Context: an optimization exercise on an open-source flow, tuned for small area and a short achievable clock period. The choices shown serve that exercise and are no tape-out recipe. Function was checked by simulation only, so behaviour that the tests miss may differ from the original.

==> trial 57 <==
## cpu_top
module cpu_top (
    input  logic clk,
    input  logic rst,
    input  logic activate,  
    input  logic isolate,   
    output logic [31:0] imem_addr,
    input  logic [15:0] imem_data,
    output logic [31:0] dmem_addr,
    output logic        dmem_wren,
    output logic        dmem_rden,
    output logic [31:0] dmem_wrdata,
    input  logic [31:0] dmem_rddata
);
export LEC_CHECK = 0
export ABC_AREA = 1
export CAP_MARGIN = 20
export CORE_MARGIN = 2
export CORE_UTILIZATION = 50
export SLEW_MARGIN = 20
export TNS_END_PERCENT = 5
create_clock -name core_clock -period 14.0 [get_ports {clk}]
standard.sh (not shown) runs the stock make flow with config.mk's settings and CLKGATE_MAP_FILE= SYNTH_SCRIPT=/design/flow/synth_recipe.tcl, a recipe that flattens the netlist after the stock synthesis.
==> flow/flow/run.sh <==
#!/bin/bash
# Standard ORFS layout (the standard.sh, unchanged synthesis), with the
# timing repair steps asked to leave setup slack margin so that they
# optimise for a shorter period than the 14 ns constraint, and the port
# buffers made as plain buf_2 cells (the resizer still sizes them).
set -euo pipefail
bash standard.sh SETUP_SLACK_MARGIN=10.4 \
  "BUFFER_PORTS_ARGS=-buffer_cell sky130_fd_sc_hd__buf_2" finish > standard_flow.log 2>&1
==> trial 20: changes against trial 57 <==
--- a/flow/design.v
+++ b/flow/design.v
@@ -106,10 +106,11 @@
     logic [31:0] a_ex, b_ex;
     logic [ 4:0] imm_ex;         
     logic        str_ex, add_ex, sub_ex, sh_ex;
     logic [ 3:0] lut_ex;         
     logic [ 1:0] shop_ex;        
+    logic        lsl_ex;
     logic [ 3:0] fm_ex;          
     logic        rw_ex, mw_ex, mr_ex, bl_ex;
     logic [ 3:0] wa_ex;
     logic [31:0] exo_mem, wd_mem;
     logic        rw_mem, mw_mem, mr_mem;
@@ -231,11 +232,11 @@
     logic [4:0]  k, rot;
     logic        big, lsl, asr, ror, allfill, fill;
     logic [31:0] rv, wrapm, shr;
     assign k    = a_ex[4:0];
     assign big  = |a_ex[31:6];
-    assign lsl  = shop_ex == 2'b00;
+    assign lsl  = lsl_ex;
     assign asr  = shop_ex == 2'b10;
     assign ror  = shop_ex == 2'b11;
     assign rot  = k ^ {5{lsl}};
     assign fill = asr && b_ex[31];
     assign allfill = big || (a_ex[5] && !ror);
@@ -265,11 +266,11 @@
     assign dmem_wrdata = wd_mem;
     logic [15:0] iw;
     logic [ 3:0] if_ra1;
     logic [ 2:0] if_ra2;
     logic        if_alusrc, if_bl, if_bx, if_b, if_cb, if_g2;
-    assign iw = rst ? 16'b0 : imem_data;
+    assign iw = imem_data;
     idec dec_if (.i(iw), .ra1(if_ra1), .ra2(if_ra2), .wa(), .rw(), .alusrc(if_alusrc),
                  .bl(if_bl), .bx(if_bx), .b(if_b), .cb(if_cb));
     assign if_g2 = !if_bl && !if_alusrc;
     logic [3:0] ra1_q;
     logic [2:0] ra2_q;
@@ -277,18 +278,18 @@
     logic       fe1, fm1, fw1, fe2, fm2, fw2;
     always_ff @(posedge clk) begin
         ra1_q    <= if_ra1;
         ra2_q    <= if_ra2;
         alusrc_q <= if_alusrc;
-        bl_q     <= if_bl;
-        bx_q     <= if_bx;
-        b_q      <= if_b;
-        cb_q     <= if_cb;
-        fe1 <= !rst && dec_rw && wa == if_ra1;
+        bl_q     <= !rst && if_bl;
+        bx_q     <= !rst && if_bx;
+        b_q      <= !rst && if_b;
+        cb_q     <= !rst && if_cb;
+        fe1 <= dec_rw && wa == if_ra1;
         fm1 <= rw_ex  && wa_ex  == if_ra1;
         fw1 <= rw_mem && wa_mem == if_ra1;
-        fe2 <= if_g2 && !rst && dec_rw && wa == {1'b0, if_ra2};
+        fe2 <= if_g2 && dec_rw && wa == {1'b0, if_ra2};
         fm2 <= if_g2 && rw_ex  && wa_ex  == {1'b0, if_ra2};
         fw2 <= if_g2 && rw_mem && wa_mem == {1'b0, if_ra2};
     end
     logic [31:0] rf1, rf2;
     always_comb begin
@@ -338,10 +339,11 @@
         str_ex    <= d_str;
         add_ex    <= dec_add;
         sub_ex    <= dec_sub;
         sh_ex     <= dp_shift;
         shop_ex   <= {dpop[2], dpop[0]};
+        lsl_ex    <= dpop[3:0] == 4'b0010;
         lut_ex    <= dec_lut;
         wa_ex     <= wa;
         fm_ex     <= rst ? 4'b0 : dec_fm;
         rw_ex     <= !rst && dec_rw;
         mw_ex     <= !rst && d_str;
==> flow/config.mk (replaced) <==
export PLATFORM = sky130hd
export DESIGN_NAME = cpu_top
export DESIGN_NICKNAME = cpu_top
export VERILOG_FILES = /design/flow/design.v
export SDC_FILE = /design/flow/constraint.sdc
export NUM_CORES = 4
export LEC_CHECK = 0
export CAP_MARGIN = 20
export CORE_MARGIN = 2
export CORE_UTILIZATION = 50
export SLEW_MARGIN = 20
export TNS_END_PERCENT = 5
==> trial 27: changes against trial 57 <==
--- a/flow/design.v
+++ b/flow/design.v
@@ -49,42 +49,10 @@
             4'b1101: taken = z || (n != v);
             default: taken = 1'b0;
         endcase
     end
 endmodule
-module idec (
-    input  logic [15:0] i,
-    output logic [ 3:0] ra1,      
-    output logic [ 2:0] ra2,      
-    output logic [ 3:0] wa,       
-    output logic        rw,       
-    output logic        alusrc,   
-    output logic        bl, bx, b, cb
-);
-    logic addsub_reg, addsub_imm, movimm, dp, sdi, mov, ldr, sp, cmp, dp_rw;
-    assign addsub_reg = i[15:10] == 6'b000110;
-    assign addsub_imm = i[15:10] == 6'b000111;
-    assign movimm     = i[15:11] == 5'b00100;
-    assign dp         = i[15:10] == 6'b010000;
-    assign sdi        = i[15:10] == 6'b010001;
-    assign mov        = sdi && i[9:8] == 2'b10;
-    assign bx         = sdi && i[9:7] == 3'b110;
-    assign bl         = sdi && i[9:6] == 4'b0100;
-    assign ldr        = i[15:11] == 5'b01101;
-    assign sp         = i[15:8] == 8'b10110000;
-    assign cb         = i[15:12] == 4'b1101;
-    assign b          = i[15:11] == 5'b11100;
-    assign cmp        = dp && i[9:6] == 4'b1010;
-    assign dp_rw      = dp && (i[9:6] == 4'b0000 || i[9:6] == 4'b0001 || i[9:6] == 4'b0010
-                            || i[9:6] == 4'b0011 || i[9:6] == 4'b0100 || i[9:6] == 4'b0111
-                            || i[9:6] == 4'b1100 || i[9:6] == 4'b1111);
-    assign ra1    = sp ? 4'd13 : (mov || bx) ? i[6:3] : cmp ? {1'b0, i[2:0]} : {1'b0, i[5:3]};
-    assign ra2    = addsub_reg ? i[8:6] : cmp ? i[5:3] : i[2:0];
-    assign wa     = bl ? 4'd14 : sp ? 4'd13 : {1'b0, movimm ? i[10:8] : i[2:0]};
-    assign rw     = addsub_reg || addsub_imm || movimm || dp_rw || mov || ldr || sp || bl;
-    assign alusrc = addsub_imm || movimm || ldr || sp;
-endmodule
 `timescale 1ns/10ps
 module cpu_top (
     input  logic clk,
     input  logic rst,
     input  logic activate,  
@@ -140,12 +108,15 @@
     assign dp_eor   = d_dp && dpop == 4'b0001;
     assign dp_shift = d_dp && (dpop == 4'b0010 || dpop == 4'b0011 || dpop == 4'b0100 || dpop == 4'b0111);
     assign dp_orr   = d_dp && dpop == 4'b1100;
     assign dp_mvn   = d_dp && dpop == 4'b1111;
     logic [2:0] rd;
-    logic [3:0] wa;
+    logic [3:0] ra1, wa;
+    logic [2:0] ra2;
     assign rd  = d_movimm ? instr[10:8] : instr[2:0];
+    assign ra1 = d_sp ? 4'd13 : (d_mov || d_bx) ? instr[6:3] : d_cmp ? {1'b0, instr[2:0]} : {1'b0, instr[5:3]};
+    assign ra2 = d_addsub_reg ? instr[8:6] : d_cmp ? instr[5:3] : instr[2:0];
     assign wa  = d_bl ? 4'd14 : d_sp ? 4'd13 : {1'b0, rd};
     logic dec_rw, dec_add, dec_sub, dec_alusrc;
     logic [3:0] dec_lut, dec_fm;
     logic [7:0] dec_imm;
     assign dec_rw = d_addsub_reg || d_addsub_imm || d_movimm || dp_and || dp_eor || dp_shift
@@ -261,73 +232,53 @@
     assign mem_out  = mr_mem ? dmem_rddata : mem_nold;
     assign dmem_addr   = exo_mem;
     assign dmem_wren   = mw_mem;
     assign dmem_rden   = mr_mem;
     assign dmem_wrdata = wd_mem;
-    logic [15:0] iw;
-    logic [ 3:0] if_ra1;
-    logic [ 2:0] if_ra2;
-    logic        if_alusrc, if_bl, if_bx, if_b, if_cb, if_g2;
-    assign iw = rst ? 16'b0 : imem_data;
-    idec dec_if (.i(iw), .ra1(if_ra1), .ra2(if_ra2), .wa(), .rw(), .alusrc(if_alusrc),
-                 .bl(if_bl), .bx(if_bx), .b(if_b), .cb(if_cb));
-    assign if_g2 = !if_bl && !if_alusrc;
-    logic [3:0] ra1_q;
-    logic [2:0] ra2_q;
-    logic       alusrc_q, bl_q, bx_q, b_q, cb_q;
-    logic       fe1, fm1, fw1, fe2, fm2, fw2;
-    always_ff @(posedge clk) begin
-        ra1_q    <= if_ra1;
-        ra2_q    <= if_ra2;
-        alusrc_q <= if_alusrc;
-        bl_q     <= if_bl;
-        bx_q     <= if_bx;
-        b_q      <= if_b;
-        cb_q     <= if_cb;
-        fe1 <= !rst && dec_rw && wa == if_ra1;
-        fm1 <= rw_ex  && wa_ex  == if_ra1;
-        fw1 <= rw_mem && wa_mem == if_ra1;
-        fe2 <= if_g2 && !rst && dec_rw && wa == {1'b0, if_ra2};
-        fm2 <= if_g2 && rw_ex  && wa_ex  == {1'b0, if_ra2};
-        fw2 <= if_g2 && rw_mem && wa_mem == {1'b0, if_ra2};
-    end
     logic [31:0] rf1, rf2;
     always_comb begin
-        case (ra1_q)
-            4'd0, 4'd1, 4'd2, 4'd3, 4'd4, 4'd5, 4'd6, 4'd7: rf1 = r[ra1_q[2:0]];
+        case (ra1)
+            4'd0, 4'd1, 4'd2, 4'd3, 4'd4, 4'd5, 4'd6, 4'd7: rf1 = r[ra1[2:0]];
             4'd13:   rf1 = r13;
             4'd14:   rf1 = r14;
-            4'd15:   rf1 = bx_q ? pc : pc_inc;   
+            4'd15:   rf1 = d_bx ? pc : pc_inc;   
             default: rf1 = 32'b0;
         endcase
     end
     logic [31:0] imm32;
     assign imm32 = {24'b0, dec_imm};
-    assign rf2 = alusrc_q ? imm32 : bl_q ? pc_inc : r[ra2_q];
+    assign rf2 = dec_alusrc ? imm32 : d_bl ? pc_inc : r[ra2];
+    logic fe1, fm1, fw1, fe2, fm2, fw2;
+    assign fe1 = rw_ex  && wa_ex  == ra1;
+    assign fm1 = rw_mem && wa_mem == ra1;
+    assign fw1 = rw_wb  && wa_wb  == ra1;
+    assign fe2 = !d_bl && !dec_alusrc && rw_ex  && wa_ex  == {1'b0, ra2};
+    assign fm2 = !d_bl && !dec_alusrc && rw_mem && wa_mem == {1'b0, ra2};
+    assign fw2 = !d_bl && !dec_alusrc && rw_wb  && wa_wb  == {1'b0, ra2};
     logic [31:0] pc_inc;
     prefix_add #(32) add_inc (.a(pc), .b(32'b0), .cin(1'b1), .sum(pc_inc), .cout());
     logic        ld1, ld2;
     logic [31:0] d1, d2;
     assign ld1   = !fe1 && fm1 && mr_mem;
     assign ld2   = !fe2 && fm2 && mr_mem;
-    assign d1    = ld1 ? dmem_rddata : fe1 ? ex_out : fm1 ? mem_nold : (fw1 && !bx_q) ? wb_val : rf1;
+    assign d1    = ld1 ? dmem_rddata : fe1 ? ex_out : fm1 ? mem_nold : (fw1 && !d_bx) ? wb_val : rf1;
     assign d2    = ld2 ? dmem_rddata : fe2 ? ex_out : fm2 ? mem_nold : fw2 ? wb_val : rf2;
     logic [3:0] cond_xy;
     logic       cond;
     branch_cond bc0 (.cc(instr[11:8]), .n(fn_x[0]), .z(fz_y[0]), .c(fc_x[0]), .v(fv_x[0]), .taken(cond_xy[0]));
     branch_cond bc1 (.cc(instr[11:8]), .n(fn_x[1]), .z(fz_y[0]), .c(fc_x[1]), .v(fv_x[1]), .taken(cond_xy[1]));
     branch_cond bc2 (.cc(instr[11:8]), .n(fn_x[0]), .z(fz_y[1]), .c(fc_x[0]), .v(fv_x[0]), .taken(cond_xy[2]));
     branch_cond bc3 (.cc(instr[11:8]), .n(fn_x[1]), .z(fz_y[1]), .c(fc_x[1]), .v(fv_x[1]), .taken(cond_xy[3]));
     assign cond = cond_xy[{alu_z, c31}];
     logic [31:0] imm_br, br_tgt, pc_next;
     logic        taken;
-    assign imm_br = bl_q ? {{26{instr[5]}}, instr[5:0]}
-                  : b_q  ? {{21{instr[10]}}, instr[10:0]}
+    assign imm_br = d_bl ? {{26{instr[5]}}, instr[5:0]}
+                  : d_b  ? {{21{instr[10]}}, instr[10:0]}
                   :        {{24{instr[7]}}, instr[7:0]};
     prefix_add #(32) add_br (.a(pc_prev), .b(imm_br), .cin(1'b0), .sum(br_tgt), .cout());
-    assign taken  = b_q || bl_q || (cb_q && cond);
-    assign pc_next = taken ? br_tgt : bx_q ? d1 : pc_inc;
+    assign taken  = d_b || d_bl || (d_cb && cond);
+    assign pc_next = taken ? br_tgt : d_bx ? d1 : pc_inc;
     assign imem_addr = pc;
     always_ff @(posedge clk) begin
         pc      <= rst ? 32'b0 : pc_next;
         pc_prev <= pc;
         instr   <= rst ? 16'b0 : imem_data;
==> flow/flow/run.sh (replaced) <==
#!/bin/bash
# Standard ORFS layout (the standard.sh, unchanged synthesis), with the
# timing repair steps asked to leave setup slack margin so that they
# optimise for a shorter period than the 14 ns constraint.
set -euo pipefail
bash standard.sh SETUP_SLACK_MARGIN=10.4 finish > standard_flow.log 2>&1
==> flow/config.mk (replaced) <==
export PLATFORM = sky130hd
export DESIGN_NAME = cpu_top
export DESIGN_NICKNAME = cpu_top
export VERILOG_FILES = /design/flow/design.v
export SDC_FILE = /design/flow/constraint.sdc
export NUM_CORES = 4
export LEC_CHECK = 0
export CAP_MARGIN = 20
export CORE_MARGIN = 2
export CORE_UTILIZATION = 50
export SLEW_MARGIN = 20
export TNS_END_PERCENT = 5
==> reports/qor.csv <==
metric,value,unit
status,no timing/DRC/antenna violations,
synth.area.mux_share,11.9,%
multi_input_area,0.0214,mm2
wl_met1,62000,um
sh_seq_area,36.0,%
post-route-period-util,30.1,%
seq_area,0.0158,mm2
grt_max_degree,65,
avgSynthCellArea,9.84,um2
grt_first_pass_wirelength,233000,um
tightest_slew,1200,ps
sw_frac_of_total,37.3,%
crit_end,exo_mem[27],
critPathSlowestCell,o32ai_1,
synth-compound-area-share,19.7,%
layout_common_cells,"320 x edfxtp_1, 295 x nand2_1, 282 x nor2_1, 249 x a21oi_1, 200 x dfxtp_1",
instances_no_fill,4964,
multi_input_comb_cells,2759,
That was trial 20.
==> reports/qor.csv <==
metric,value,unit
sw_frac_of_total,38.0,%
grt_first_pass_wirelength,227000,um
status,no timing/DRC/antenna violations,
avgSynthCellArea,7.35,um2
multi_input_comb_cells,3790,
critPathSlowestCell,dfxtp_2,
multi_input_area,0.0200,mm2
synth.area.mux_share,0,%
instances_no_fill,6310,
That was trial 57.
==> reports/qor.csv <==
metric,value,unit
wl_met1,66800,um
seq_area,0.0155,mm2
avgSynthCellArea,9.47,um2
grt_first_pass_wirelength,256000,um
status,no timing/DRC/antenna violations,
synth-compound-area-share,20.2,%
layout_common_cells,"422 x nand2_1, 320 x edfxtp_1, 225 x nor2_1, 208 x o21ai_0, 198 x buf_4",
multi_input_comb_cells,2996,
grt_max_degree,71,
crit_end,imem_addr[15],
post-route-period-util,30.4,%
synth.area.mux_share,9.37,%
tightest_slew,1130,ps
sh_seq_area,33.0,%
instances_no_fill,5266,
sw_frac_of_total,38.3,%
multi_input_area,0.0229,mm2
That was trial 27.

==> separate check: timing with driven ports <==
The results above use ideal ports. As a check the final layouts listed here were re-extracted and re-timed, cells and wires unchanged.
Step 1 assumes that a clkbuf_16 drives the clock port and a buf_2 every other input.
Step 2, shift: input delay + t, output delay - t, t = (earliest + latest rising clock arrival at the registers) / 2. This alone moves slack from input paths to output paths.
Three values: ideal, step 1, step 2; two values: the first two.
| run | t (ns) | slack for setup (ns) | hold slack, ns | cell pins on the clock port's net |
|---|---|---|---|---|
| trial 57 | 0.700 | 9.895 / 9.821 / 9.256 | 0.326 / 0.326 / 0.326 | 1 |
| trial 20 | 0.692 | 9.782 / 9.728 / 9.306 | 0.332 / 0.332 / 0.332 | 1 |
| trial 27 | 0.689 | 9.748 / 9.676 / 9.183 | 0.324 / 0.324 / 0.324 | 1 |
After both steps every run listed still meets setup and hold. For trial 57, which loses most, drivers alone change the setup slack by -0.074 ns; drivers and shift together by -0.639 ns.
